From an optimization exercise on the open Yosys and OpenROAD flow, aimed at small area and a short achievable clock period; shortcuts taken in it are not production practice. Function was checked by simulation only, so behaviour that the tests miss may differ from the original. Power figures rest on the tool's default switching activity, not on a simulated workload.

==> zinc: inputs <==
==> flow/design.v <==
module ysyx_25030077_top(
  input         clock,
  input         reset,
  output [31:0] imem_addr,
  input  [31:0] imem_rdata,
  output [31:0] dmem_addr,
  output        dmem_ren,
  input  [31:0] dmem_rdata,
  output        dmem_wen,
  output [3:0]  dmem_wmask,
  output [31:0] dmem_wdata,
  output [4:0]  wb_rd,
  output [31:0] wb_data,
  output        ebreak,
  output        illegal
);
  wire [31:0] inst = imem_rdata;
  wire [6:0]  op   = inst[6:0];
  wire [2:0]  f3   = inst[14:12];
  wire [6:0]  f7   = inst[31:25];
  wire [4:0]  rd   = inst[11:7];
  wire [4:0]  rs1  = inst[19:15];
  wire [4:0]  rs2  = inst[24:20];
  wire op_imm   = op == 7'h13;
  wire op_reg   = op == 7'h33;
  wire op_lui   = op == 7'h37;
  wire op_auipc = op == 7'h17;
  wire op_jal   = op == 7'h6f;
  wire op_jalr  = op == 7'h67;
  wire op_br    = op == 7'h63;
  wire op_ld    = op == 7'h03;
  wire op_st    = op == 7'h23;
  wire op_sys   = op == 7'h73;
  wire sh_ok    = inst[31:26] == 6'h00 || (f3 == 3'd5 && inst[31:26] == 6'h10);
  wire imm_ok   = (f3 == 3'd1 || f3 == 3'd5) ? sh_ok : 1'b1;
  wire reg_ok   = (f3 == 3'd5) ? sh_ok :
                  (f3 == 3'd0) ? (f7 == 7'h00 || f7 == 7'h20) : (f7 == 7'h00);
  wire alu_i    = op_imm & imm_ok;
  wire alu_r    = op_reg & reg_ok;
  wire alu      = alu_i | alu_r;
  wire jalr     = op_jalr & (f3 == 3'd0);
  wire br       = op_br & (f3[2:1] != 2'b01);
  wire ld       = op_ld & (f3 != 3'd3) & (f3 != 3'd6) & (f3 != 3'd7);
  wire st       = op_st & (f3[2:1] != 2'b11) & (f3 != 3'd3) & ~f3[2];
  wire csr      = op_sys & (f3 == 3'd1 || f3 == 3'd2);
  wire is_ecall = inst == 32'h00000073;
  wire is_mret  = inst == 32'h30200073;
  wire is_ebrk  = inst == 32'h00100073;
  wire writes_rd = alu | op_lui | op_auipc | op_jal | jalr | ld | csr;
  wire legal     = writes_rd | br | st | is_ecall | is_mret | is_ebrk;
  assign ebreak  = is_ebrk;
  assign illegal = ~legal;
  assign wb_rd   = writes_rd ? rd : 5'd0;
  wire [31:0] imm_i = {{20{inst[31]}}, inst[31:20]};
  wire [31:0] imm_s = {{20{inst[31]}}, inst[31:25], inst[11:7]};
  wire [31:0] imm_b = {{20{inst[31]}}, inst[7], inst[30:25], inst[11:8], 1'b0};
  wire [31:0] imm_j = {{12{inst[31]}}, inst[19:12], inst[20], inst[30:21], 1'b0};
  wire [31:0] imm_u = {inst[31:12], 12'h000};
  reg  [31:0] pc;
  wire [31:0] rd_data;
  wire        rf_we = writes_rd & ~reset;
  wire [31:0] rf_wd = reset ? 32'h0 : rd_data;
  wire [32*32-1:0] rf;
  assign rf[31:0] = 32'h0;
  genvar gi;
  generate
    for (gi = 1; gi < 32; gi = gi + 1) begin : g_rf
      reg [31:0] r;
      wire en = reset | (rf_we & (rd == gi));
      always @(posedge clock) if (en) r <= rf_wd;
      assign rf[gi*32 +: 32] = r;
    end
  endgenerate
  reg [31:0] rs1_data, rs2_data;
  integer k;
  always @(*) begin
    rs1_data = 32'h0;
    rs2_data = 32'h0;
    for (k = 1; k < 32; k = k + 1) begin
      rs1_data = rs1_data | (rf[k*32 +: 32] & {32{rs1 == k}});
      rs2_data = rs2_data | (rf[k*32 +: 32] & {32{rs2 == k}});
    end
  end
  wire use_rs2 = op_reg | op_br;
  wire [31:0] opa = rs1_data;
  wire [31:0] opb = use_rs2 ? rs2_data : (op_st ? imm_s : imm_i);
  wire cmp_op = (f3 == 3'd2) | (f3 == 3'd3);
  wire inv    = op_br | ((op_reg | op_imm) & cmp_op) | (op_reg & (f3 == 3'd0) & inst[30]);
  wire [31:0] opbx = opb ^ {32{inv}};
  wire [33:0] sum_w = {1'b0, opa, 1'b1} + {1'b0, opbx, inv};
  wire [31:0] sum = sum_w[32:1];
  wire cout = sum_w[33];
  wire ltu = ~cout;
  wire lt  = (opa[31] ^ opb[31]) ? opa[31] : sum[31];
  wire [31:0] x_r = opa ^ opb;
  wire eq  = ~|x_r;
  wire shl = ~f3[2];
  function [31:0] rev32(input [31:0] v);
    integer j;
    for (j = 0; j < 32; j = j + 1) rev32[j] = v[31-j];
  endfunction
  wire [31:0] sh_in = shl ? rev32(opa) : opa;
  wire sh_fill = ~shl & inst[30] & opa[31];
  wire [63:0] sh_ext = {{32{sh_fill}}, sh_in};
  wire [31:0] sh_out = sh_ext >> opb[4:0];
  wire [31:0] pc4 = pc + 32'd4;
  wire [31:0] pc_imm = pc + (op_jal ? imm_j : op_br ? imm_b : imm_u);
  wire [31:0] ld_data = f3[1] ? dmem_rdata :
                        f3[0] ? {{16{~f3[2] & dmem_rdata[15]}}, dmem_rdata[15:0]} :
                                {{24{~f3[2] & dmem_rdata[7]}}, dmem_rdata[7:0]};
  reg [31:0] mstatus, mtvec, mepc, mcause;
  wire [11:0] caddr = inst[31:20];
  wire c_mstatus = caddr == 12'h300;
  wire c_mtvec   = caddr == 12'h305;
  wire c_mepc    = caddr == 12'h341;
  wire c_mcause  = caddr == 12'h342;
  wire [31:0] csr_rdata = ({32{c_mstatus}} & mstatus) | ({32{c_mtvec}} & mtvec) |
                          ({32{c_mepc}} & mepc) | ({32{c_mcause}} & mcause);
  wire [31:0] csr_wd = f3[0] ? rs1_data : (csr_rdata | rs1_data);
  wire [31:0] csr_wd_r = reset ? 32'h0 : csr_wd;
  wire csr_w = csr & ~reset;
  wire ecall_w = is_ecall & ~reset;
  always @(posedge clock) begin
    if (reset | (csr_w & c_mstatus)) mstatus <= csr_wd_r;
    if (reset | (csr_w & c_mtvec))   mtvec   <= csr_wd_r;
    if (reset | ecall_w | (csr_w & c_mepc))   mepc   <= ecall_w ? pc : csr_wd_r;
    if (reset | ecall_w | (csr_w & c_mcause)) mcause <= ecall_w ? 32'd11 : csr_wd_r;
  end
  wire s_add  = alu & (f3 == 3'd0);
  wire s_sll  = alu & (f3 == 3'd1);
  wire s_slt  = alu & (f3 == 3'd2);
  wire s_sltu = alu & (f3 == 3'd3);
  wire s_xor  = alu & (f3 == 3'd4);
  wire s_srl  = alu & (f3 == 3'd5);
  wire s_or   = alu & (f3 == 3'd6);
  wire s_and  = alu & (f3 == 3'd7);
  assign rd_data = ({32{s_add}}  & sum) |
                   ({32{s_sll}}  & rev32(sh_out)) |
                   ({32{s_srl}}  & sh_out) |
                   {31'h0, (s_slt & lt) | (s_sltu & ltu)} |
                   ({32{s_xor}}  & x_r) |
                   ({32{s_or}}   & (opa | opb)) |
                   ({32{s_and}}  & (opa & opb)) |
                   ({32{op_lui}} & imm_u) |
                   ({32{op_auipc}} & pc_imm) |
                   ({32{op_jal | jalr}} & pc4) |
                   ({32{ld}}     & ld_data) |
                   ({32{csr}}    & csr_rdata);
  assign wb_data = rd_data;
  wire taken = f3[0] ^ (f3[2] ? (f3[1] ? ltu : lt) : eq);
  wire [31:0] npc = is_ecall ? mtvec :
                    is_mret  ? mepc :
                    is_ebrk  ? pc :
                    (op_jal | (br & taken)) ? pc_imm :
                    jalr ? {sum[31:1], 1'b0} : pc4;
  always @(posedge clock) begin
    if (reset) pc <= 32'h80000000;
    else pc <= npc;
  end
  assign imem_addr  = pc;
  assign dmem_addr  = sum;
  assign dmem_ren   = ld;
  assign dmem_wen   = st;
  assign dmem_wmask = {{2{st & f3[1]}}, st & (f3[1] | f3[0]), st};
  assign dmem_wdata = rs2_data;
endmodule
==> flow/run.sh <==
#!/bin/bash
# synth_recipe.tcl (not shown) runs the flow's synth.tcl, then flattens the netlist and writes it again
# the make line also repeats each setting of config.mk as NAME=value (left out here)
make -C /OpenROAD-flow-scripts/flow DESIGN_CONFIG=/design/flow/config.mk WORK_HOME=/design/flow/orfs CLKGATE_MAP_FILE= SYNTH_SCRIPT=/design/flow/synth_recipe.tcl finish
==> flow/config.mk <==
export PLATFORM = sky130hd
export DESIGN_NAME = ysyx_25030077_top
export DESIGN_NICKNAME = ysyx_25030077_top
export VERILOG_FILES = /design/flow/design.v
export SDC_FILE = /design/flow/constraint.sdc
export NUM_CORES = 4
export LEC_CHECK = 0
export CAP_MARGIN = 20
export CORE_MARGIN = 2
export CORE_UTILIZATION = 30
export PLACE_DENSITY = 0.45
export SETUP_SLACK_MARGIN = 5
export SLEW_MARGIN = 20
==> flow/constraint.sdc <==
create_clock -name core_clock -period 17.0 [get_ports {clock}]
set_input_delay 3.4000 -clock core_clock [delete_from_list [all_inputs] [get_ports {clock}]]
set_output_delay 3.4000 -clock core_clock [all_outputs]
set_load 0.01 [all_outputs]
==> tundra: changes against zinc <==
--- a/flow/design.v
+++ b/flow/design.v
@@ -59,7 +59,7 @@
   reg  [31:0] pc;
   wire [31:0] rd_data;
   wire        rf_we = writes_rd & ~reset;
-  wire [31:0] rf_wd = reset ? 32'h0 : rd_data;
+  wire [31:0] rf_wd = rd_data;    
   wire [32*32-1:0] rf;
   assign rf[31:0] = 32'h0;
   genvar gi;
@@ -126,6 +126,7 @@
     if (reset | ecall_w | (csr_w & c_mepc))   mepc   <= ecall_w ? pc : csr_wd_r;
     if (reset | ecall_w | (csr_w & c_mcause)) mcause <= ecall_w ? 32'd11 : csr_wd_r;
   end
+  wire nrst   = ~reset;
   wire s_add  = alu & (f3 == 3'd0);
   wire s_sll  = alu & (f3 == 3'd1);
   wire s_slt  = alu & (f3 == 3'd2);
@@ -134,18 +135,18 @@
   wire s_srl  = alu & (f3 == 3'd5);
   wire s_or   = alu & (f3 == 3'd6);
   wire s_and  = alu & (f3 == 3'd7);
-  assign rd_data = ({32{s_add}}  & sum) |
-                   ({32{s_sll}}  & rev32(sh_out)) |
-                   ({32{s_srl}}  & sh_out) |
-                   {31'h0, (s_slt & lt) | (s_sltu & ltu)} |
-                   ({32{s_xor}}  & x_r) |
-                   ({32{s_or}}   & (opa | opb)) |
-                   ({32{s_and}}  & (opa & opb)) |
-                   ({32{op_lui}} & imm_u) |
-                   ({32{op_auipc}} & pc_imm) |
-                   ({32{op_jal | jalr}} & pc4) |
-                   ({32{ld}}     & ld_data) |
-                   ({32{csr}}    & csr_rdata);
+  assign rd_data = ({32{s_add & nrst}}  & sum) |
+                   ({32{s_sll & nrst}}  & rev32(sh_out)) |
+                   ({32{s_srl & nrst}}  & sh_out) |
+                   {31'h0, nrst & ((s_slt & lt) | (s_sltu & ltu))} |
+                   ({32{s_xor & nrst}}  & x_r) |
+                   ({32{s_or & nrst}}   & (opa | opb)) |
+                   ({32{s_and & nrst}}  & (opa & opb)) |
+                   ({32{op_lui & nrst}} & imm_u) |
+                   ({32{op_auipc & nrst}} & pc_imm) |
+                   ({32{(op_jal | jalr) & nrst}} & pc4) |
+                   ({32{ld & nrst}}     & ld_data) |
+                   ({32{csr & nrst}}    & csr_rdata);
   assign wb_data = rd_data;
   wire taken = f3[0] ^ (f3[2] ? (f3[1] ? ltu : lt) : eq);
   wire [31:0] npc = is_ecall ? mtvec :
==> flow/flow/run.sh (new file) <==
#!/bin/bash
# The standard ORFS layout (standard.sh), with the port buffers that
# buffer_ports inserts made plain sky130_fd_sc_hd__buf_1 cells; timing repair
# resizes the ones on critical paths as usual. make's full output goes to
# standard_make.log here; ORFS keeps each step's log under orfs/logs/.
set -euo pipefail
bash standard.sh "BUFFER_PORTS_ARGS=-buffer_cell sky130_fd_sc_hd__buf_1" finish > standard_make.log 2>&1
==> flow/standard.sh (new file) <==
#!/bin/bash
# synth_recipe.tcl (not shown) runs the flow's synth.tcl, then flattens the netlist and writes it again
# the make line also repeats each setting of config.mk as NAME=value (left out here)
make -C /OpenROAD-flow-scripts/flow DESIGN_CONFIG=/design/flow/config.mk WORK_HOME=/design/flow/orfs CLKGATE_MAP_FILE= SYNTH_SCRIPT=/design/flow/synth_recipe.tcl "${@:-finish}"
Settings changed: CORE_UTILIZATION 30 to 42, CTS_CLUSTER_DIAMETER set to 80, CTS_CLUSTER_SIZE set to 24, PLACE_DENSITY 0.45 to 0.52.
removed: flow/run.sh
==> cedar: changes against zinc <==
--- a/flow/design.v
+++ b/flow/design.v
@@ -59,7 +59,7 @@
   reg  [31:0] pc;
   wire [31:0] rd_data;
   wire        rf_we = writes_rd & ~reset;
-  wire [31:0] rf_wd = reset ? 32'h0 : rd_data;
+  wire [31:0] rf_wd = rd_data;    
   wire [32*32-1:0] rf;
   assign rf[31:0] = 32'h0;
   genvar gi;
@@ -126,6 +126,7 @@
     if (reset | ecall_w | (csr_w & c_mepc))   mepc   <= ecall_w ? pc : csr_wd_r;
     if (reset | ecall_w | (csr_w & c_mcause)) mcause <= ecall_w ? 32'd11 : csr_wd_r;
   end
+  wire nrst   = ~reset;
   wire s_add  = alu & (f3 == 3'd0);
   wire s_sll  = alu & (f3 == 3'd1);
   wire s_slt  = alu & (f3 == 3'd2);
@@ -134,18 +135,18 @@
   wire s_srl  = alu & (f3 == 3'd5);
   wire s_or   = alu & (f3 == 3'd6);
   wire s_and  = alu & (f3 == 3'd7);
-  assign rd_data = ({32{s_add}}  & sum) |
-                   ({32{s_sll}}  & rev32(sh_out)) |
-                   ({32{s_srl}}  & sh_out) |
-                   {31'h0, (s_slt & lt) | (s_sltu & ltu)} |
-                   ({32{s_xor}}  & x_r) |
-                   ({32{s_or}}   & (opa | opb)) |
-                   ({32{s_and}}  & (opa & opb)) |
-                   ({32{op_lui}} & imm_u) |
-                   ({32{op_auipc}} & pc_imm) |
-                   ({32{op_jal | jalr}} & pc4) |
-                   ({32{ld}}     & ld_data) |
-                   ({32{csr}}    & csr_rdata);
+  assign rd_data = ({32{s_add & nrst}}  & sum) |
+                   ({32{s_sll & nrst}}  & rev32(sh_out)) |
+                   ({32{s_srl & nrst}}  & sh_out) |
+                   {31'h0, nrst & ((s_slt & lt) | (s_sltu & ltu))} |
+                   ({32{s_xor & nrst}}  & x_r) |
+                   ({32{s_or & nrst}}   & (opa | opb)) |
+                   ({32{s_and & nrst}}  & (opa & opb)) |
+                   ({32{op_lui & nrst}} & imm_u) |
+                   ({32{op_auipc & nrst}} & pc_imm) |
+                   ({32{(op_jal | jalr) & nrst}} & pc4) |
+                   ({32{ld & nrst}}     & ld_data) |
+                   ({32{csr & nrst}}    & csr_rdata);
   assign wb_data = rd_data;
   wire taken = f3[0] ^ (f3[2] ? (f3[1] ? ltu : lt) : eq);
   wire [31:0] npc = is_ecall ? mtvec :
==> flow/flow/run.sh (new file) <==
#!/bin/bash
# The standard ORFS layout (standard.sh), with the port buffers that
# buffer_ports inserts made plain sky130_fd_sc_hd__buf_1 cells; timing repair
# resizes the ones on critical paths as usual. make's full output goes to
# standard_make.log here; ORFS keeps each step's log under orfs/logs/.
set -euo pipefail
bash standard.sh "BUFFER_PORTS_ARGS=-buffer_cell sky130_fd_sc_hd__buf_1" finish > standard_make.log 2>&1
==> flow/standard.sh (new file) <==
#!/bin/bash
# synth_recipe.tcl (not shown) runs the flow's synth.tcl, then flattens the netlist and writes it again
# the make line also repeats each setting of config.mk as NAME=value (left out here)
make -C /OpenROAD-flow-scripts/flow DESIGN_CONFIG=/design/flow/config.mk WORK_HOME=/design/flow/orfs CLKGATE_MAP_FILE= SYNTH_SCRIPT=/design/flow/synth_recipe.tcl "${@:-finish}"
Settings changed: CORE_UTILIZATION 30 to 45, CTS_CLUSTER_DIAMETER set to 70, CTS_CLUSTER_SIZE set to 24, PLACE_DENSITY 0.45 to 0.55.
removed: flow/run.sh
==> summary.txt <==
| quantity | tundra | zinc | cedar |
|---|---|---|---|
| Share of total power consumed by net switching | 32.39% | 31.05% | 32.66% |
| Min setup slack post-route | 4556 ps | 4628 ps | 4340 ps |
| Worst slack at placement | 1939 ps | 1736 ps | 2667 ps |
| Fill cells | 12320 | 19290 | 11140 |
| All-layer global routing usage | 48.57% | 38.24% | 51.94% |
| Final-layout clock buffer total | 80 | 161 | 89 |
| Fraction of area in clock buffers and inverters | 3.348% | 5.512% | 4.295% |
| Via count of the first global-routing pass | 52540 | 56300 | 53160 |
| Outcome | timing/DRC/antenna clean | timing/DRC/antenna clean | timing/DRC/antenna clean |
| Number of placement rows | 138 | 165 | 133 |
| TritonCTS buffer count | 72 | 132 | 85 |
| Fraction of the mapped netlist area in adder cells | 2.692% | 2.628% | 2.692% |
| Net switching power of the design | 2.173 mW | 2.421 mW | 2.273 mW |
| Logic inverters | 87 | 101 | 87 |
| Worst hold slack after final layout | 522.9 ps | 597.9 ps | 517.7 ps |
| Total iterations of the first detailed-routing run | 15 | 9 | 14 |
| Sequential group share of total power | 49.5% | 42.7% | 47.6% |
| ANT cells | 25 | 36 | 37 |
| Buf+Inv Stages, Crit Path | 8 | 6 | 12 |
| Nets | 5831 | 6083 | 5777 |
| Worst setup endpoint | wb_data[30] | wb_data[30] | dmem_addr[30] |

-- port drivers added, routing unchanged --
No port has a modelled driver above. Below, the same layouts with a new extraction and two added sets of constraints.
Step 1 assumes that a clkbuf_16 drives the clock port and a buf_2 every other input.
Step 2 times the ports against the registers' clock, not the clock port: input delays grow and output delays shrink by t, the midpoint of the rising clock arrivals with the driver on.
Three values: no drivers, after step 1, after step 2; two values: the first two.
| run | t (ns) | setup WS [ns] | worst hold slack (ns) | worst data-port slew with drivers (ns) | cell pins on the clock port's net |
|---|---|---|---|---|---|
| zinc | 0.882 | 4.628 / 4.516 / 4.516 | 0.598 / 0.598 / 0.598 | 0.28 | 1 |
| tundra | 0.802 | 4.556 / 4.504 / 4.504 | 0.523 / 0.523 / 0.523 | 0.07 | 1 |
| cedar | 0.824 | 4.340 / 4.293 / 4.293 | 0.518 / 0.518 / 0.518 | 0.15 | 1 |
After both steps setup and hold are still met in every run listed. The setup slack of zinc, which loses most, moves by -0.112 ns with the drivers and by -0.112 ns with both steps.
